This is an optimization exercise on Yosys and OpenROAD, whose aim is small area, not a production implementation. The RTL of this run was laid out without a check of its function.

--- flow/constraint.sdc ---
create_clock -name core_clock -period 10.0 [get_ports {nvdla_core_clk}]
set_input_delay 2.0000 -clock core_clock [delete_from_list [all_inputs] [get_ports {nvdla_core_clk}]]
set_output_delay 2.0000 -clock core_clock [all_outputs]
set_load 0.01 [all_outputs]
--- flow/config.mk ---
export PLATFORM = sky130hd
export DESIGN_NAME = NV_soDLA_CACC_calculator_for_check
export DESIGN_NICKNAME = NV_soDLA_CACC_calculator_for_check
export VERILOG_FILES = /design/flow/design.v
export SDC_FILE = /design/flow/constraint.sdc
export NUM_CORES = 8
export LEC_CHECK = 0
export CAP_MARGIN = 20
export CORE_AREA = 10 10 750 750
export DIE_AREA = 0 0 760 760
export PLACE_DENSITY = 0.65
export SLEW_MARGIN = 20
--- flow/run.sh ---
#!/bin/bash
# synth_recipe.tcl (not shown) runs the flow's synth.tcl, then flattens the netlist and writes it again
# the make line also repeats each setting of config.mk as NAME=value (left out here)
make -C /OpenROAD-flow-scripts/flow DESIGN_CONFIG=/design/flow/config.mk WORK_HOME=/design/flow/orfs CLKGATE_MAP_FILE= SYNTH_SCRIPT=/design/flow/synth_recipe.tcl finish
--- flow/design.v ---
module NV_soDLA_CACC_calculator_for_check(
  input           nvdla_core_clk,
  input           nvdla_core_rstn,
  input  [1087:0] abuf_rd_data,
  output          abuf_wr_en,
  output [5:0]    abuf_wr_addr,
  output [1087:0] abuf_wr_data,
  output          dlv_valid,
  output          dlv_mask,
  output [1023:0] dlv_data,
  output [1:0]    dlv_pd,
  input           accu_ctrl_valid,
  input  [12:0]   accu_ctrl_pd,
  input           accu_ctrl_ram_valid,
  input  [4:0]    cfg_truncate,
  input  [21:0]   mac_a2accu_data0,
  input  [21:0]   mac_a2accu_data1,
  input  [21:0]   mac_a2accu_data2,
  input  [21:0]   mac_a2accu_data3,
  input  [21:0]   mac_a2accu_data4,
  input  [21:0]   mac_a2accu_data5,
  input  [21:0]   mac_a2accu_data6,
  input  [21:0]   mac_a2accu_data7,
  input  [21:0]   mac_a2accu_data8,
  input  [21:0]   mac_a2accu_data9,
  input  [21:0]   mac_a2accu_data10,
  input  [21:0]   mac_a2accu_data11,
  input  [21:0]   mac_a2accu_data12,
  input  [21:0]   mac_a2accu_data13,
  input  [21:0]   mac_a2accu_data14,
  input  [21:0]   mac_a2accu_data15,
  input  [15:0]   mac_a2accu_mask,
  input           mac_a2accu_mode,
  input           mac_a2accu_pvld,
  input  [21:0]   mac_b2accu_data0,
  input  [21:0]   mac_b2accu_data1,
  input  [21:0]   mac_b2accu_data2,
  input  [21:0]   mac_b2accu_data3,
  input  [21:0]   mac_b2accu_data4,
  input  [21:0]   mac_b2accu_data5,
  input  [21:0]   mac_b2accu_data6,
  input  [21:0]   mac_b2accu_data7,
  input  [21:0]   mac_b2accu_data8,
  input  [21:0]   mac_b2accu_data9,
  input  [21:0]   mac_b2accu_data10,
  input  [21:0]   mac_b2accu_data11,
  input  [21:0]   mac_b2accu_data12,
  input  [21:0]   mac_b2accu_data13,
  input  [21:0]   mac_b2accu_data14,
  input  [21:0]   mac_b2accu_data15,
  input  [15:0]   mac_b2accu_mask,
  input           mac_b2accu_mode,
  input           mac_b2accu_pvld,
  output [31:0]   dp2reg_sat_count
);
  wire [703:0] in_data = {mac_b2accu_data15,mac_b2accu_data14,mac_b2accu_data13,mac_b2accu_data12,mac_b2accu_data11,mac_b2accu_data10,mac_b2accu_data9,mac_b2accu_data8,mac_b2accu_data7,mac_b2accu_data6,mac_b2accu_data5,mac_b2accu_data4,mac_b2accu_data3,mac_b2accu_data2,mac_b2accu_data1,mac_b2accu_data0,mac_a2accu_data15,mac_a2accu_data14,mac_a2accu_data13,mac_a2accu_data12,mac_a2accu_data11,mac_a2accu_data10,mac_a2accu_data9,mac_a2accu_data8,mac_a2accu_data7,mac_a2accu_data6,mac_a2accu_data5,mac_a2accu_data4,mac_a2accu_data3,mac_a2accu_data2,mac_a2accu_data1,mac_a2accu_data0};
  wire [31:0] in_mask = {mac_b2accu_mask, mac_a2accu_mask};
  wire        rst = ~nvdla_core_rstn;
  reg  [5:0]  ctl_addr;
  reg         ctl_stripe_end, ctl_channel_end, ctl_layer_end;
  always @(posedge nvdla_core_clk) begin
    if (rst) begin
      ctl_addr <= 6'h0; ctl_stripe_end <= 1'b0; ctl_channel_end <= 1'b0; ctl_layer_end <= 1'b0;
    end else if (accu_ctrl_valid) begin
      ctl_addr <= accu_ctrl_pd[5:0];
      ctl_stripe_end <= accu_ctrl_pd[9];
      ctl_channel_end <= accu_ctrl_pd[10];
      ctl_layer_end <= accu_ctrl_pd[11];
    end
  end
  reg v1, v2, calc_valid;
  reg wr1, wr2, wr3, dl1, dl2, dl3;
  always @(posedge nvdla_core_clk) begin
    if (rst) begin
      v1 <= 1'b0; v2 <= 1'b0; calc_valid <= 1'b0;
      wr1 <= 1'b0; wr2 <= 1'b0; wr3 <= 1'b0;
      dl1 <= 1'b0; dl2 <= 1'b0; dl3 <= 1'b0;
    end else begin
      v1 <= mac_a2accu_pvld | mac_b2accu_pvld;
      v2 <= v1;
      calc_valid <= v2;
      wr1 <= calc_valid & ~ctl_channel_end;
      wr2 <= wr1;
      wr3 <= wr2;
      dl1 <= calc_valid & ctl_channel_end;
      dl2 <= dl1;
      dl3 <= dl2;
    end
  end
  reg [5:0] f1, f2, f3;
  always @(posedge nvdla_core_clk) begin
    f1 <= {ctl_addr[5:2], ctl_channel_end ? {ctl_layer_end, ctl_stripe_end} : ctl_addr[1:0]};
    f2 <= f1;
    f3 <= f2;
  end
  reg [4:0] t2, t3;
  always @(posedge nvdla_core_clk) begin
    t2 <= cfg_truncate;
    t3 <= t2;
  end
  reg  [1087:0] r1, r2, r3;
  wire [1087:0] s0;
  wire [1023:0] fdata;
  wire [31:0]   fsat;
  genvar gi;
  generate
    for (gi = 0; gi < 32; gi = gi + 1) begin : lane
      wire        m   = in_mask[gi];
      wire [21:0] d   = m ? in_data[22*gi +: 22] : 22'h0;
      wire [33:0] op  = (m & accu_ctrl_ram_valid) ? abuf_rd_data[34*gi +: 34] : 34'h0;
      wire [34:0] sum = {{13{d[21]}}, d} + {op[33], op};
      assign s0[34*gi +: 34] = (sum[34] ^ sum[33]) ? {sum[34], {33{~sum[34]}}} : sum[33:0];
      wire [33:0] x = r3[34*gi +: 34];
      wire        sg = x[33];
      wire [49:0] pre = $signed({x, 16'h0}) >>> t3;
      wire [33:0] sft = pre[49:16];
      wire        guide = pre[15];
      wire [14:0] stick = pre[14:0];
      wire        p5 = guide & (~sg | (stick != 15'h0));
      wire        ns = (sg & (sft[32:31] != 2'b11)) | (~sg & (sft[32:31] != 2'b00)) |
                       (~sg & ({sft[30:0], p5} == 32'hffffffff));
      wire [31:0] pos = sft[31:0] + {31'h0, p5};
      assign fdata[32*gi +: 32] = ns ? (sg ? 32'h80000000 : 32'h7fffffff) : pos;
      assign fsat[gi] = ns;
    end
  endgenerate
  always @(posedge nvdla_core_clk) begin
    r1 <= s0;
    r2 <= r1;
    r3 <= r2;
  end
  reg        prev_end;
  reg [31:0] sat_count;
  wire       cur_end = f3[1] & f3[0];
  wire       sat_clr = ~cur_end & prev_end;
  reg  [5:0] sat_sum;
  integer k;
  always @(*) begin
    sat_sum = 6'h0;
    for (k = 0; k < 32; k = k + 1) sat_sum = sat_sum + {5'h0, fsat[k]};
  end
  wire [32:0] sat_add = {1'b0, sat_count} + {27'h0, sat_sum};
  always @(posedge nvdla_core_clk) begin
    if (rst) begin
      prev_end <= 1'b1;
      sat_count <= 32'h0;
    end else if (dl3) begin
      prev_end <= cur_end;
      sat_count <= sat_clr ? {26'h0, sat_sum} : (sat_add[32] ? 32'hffffffff : sat_add[31:0]);
    end
  end
  assign abuf_wr_en = wr3;
  assign abuf_wr_addr = f3;
  assign abuf_wr_data = r3;
  assign dlv_valid = dl3;
  assign dlv_mask = dl3;
  assign dlv_data = fdata;
  assign dlv_pd = f3[1:0];
  assign dp2reg_sat_count = sat_count;
endmodule
==> notes.md <==
==> cells by family after synthesis <==
| group | Yosys count | share of synthesized area |
|---|---|---|
| adders and majority gates | 1431 | 0.0711 |
| xor gates and xnor gates | 1830 | 0.0640 |
| DFF | 3343 | 0.267 |
| and+or+nand+nor | 8657 | 0.176 |
| buffers and inverters | 2515 | 0.0564 |
| muxes | 2606 | 0.182 |
| AOI/OAI and AO/OA | 7520 | 0.184 |
==> Yosys cell counts (230+ instances only) <==
cell / number
dfxtp_1: 3343
a21oi_1: 2071
nand2_1: 2397
mux2i_1: 713
and2_1: 868
mux2_2: 456
a31oi_1: 268
mux4_2: 1196
xnor2_1: 1050
xor2_1: 780
nor2_1: 1611
mux4_1: 230
and3_1: 1305
buf_4: 241
nor3_1: 444
o21a_1: 242
clkbuf_1: 850
o21ai_0: 2472
nand3_1: 569
nand2b_1: 280
a21o_1: 672
buf_2: 348
inv_1: 621
ha_1: 1165
==> run_results.csv <==
group,metric,value,unit
run_status,outcome,"aborted with a tool error",
yosys,syn_area,251000,um2
yosys,synth_flop_cell,"dfxtp_1",
yosys,yosysSeqAreaShare,0.267,
floorplanning,die_h,760,um
yosys,synth-edff-count,0,
run_status,error,"[ERROR PPL-0024] Number of IO pins (4005) exceeds maximum number of available positions (2758). Increase the die perimeter from 3040.00um to 5446.80um.",
floorplanning,initial_core_util,0.460,
floorplanning,std_cell_rows,271,
floorplanning,die_w,760,um
yosys,syn-num-nets,31000,
yosys,synth.distinct_cells,159,
yosys,ys_ff_latch,3343,
yosys,syn_avg_cell_area,8.98,um2
yosys,synth-async-reset-ratio,0,
run_status,lastStage,"3_2_place_iop",
yosys,yosysTopAreaCellShare,0.267,
yosys,synthTopCellsByArea,"dfxtp_1 (27%), mux4_2 (11%), ha_1 (5.8%), o21ai_0 (4.9%), a21oi_1 (4.1%)",
yosys,yosysWarnings,1,
yosys,yosys.area.top_type,"dfxtp_1",
yosys,netlist_instances,27900,
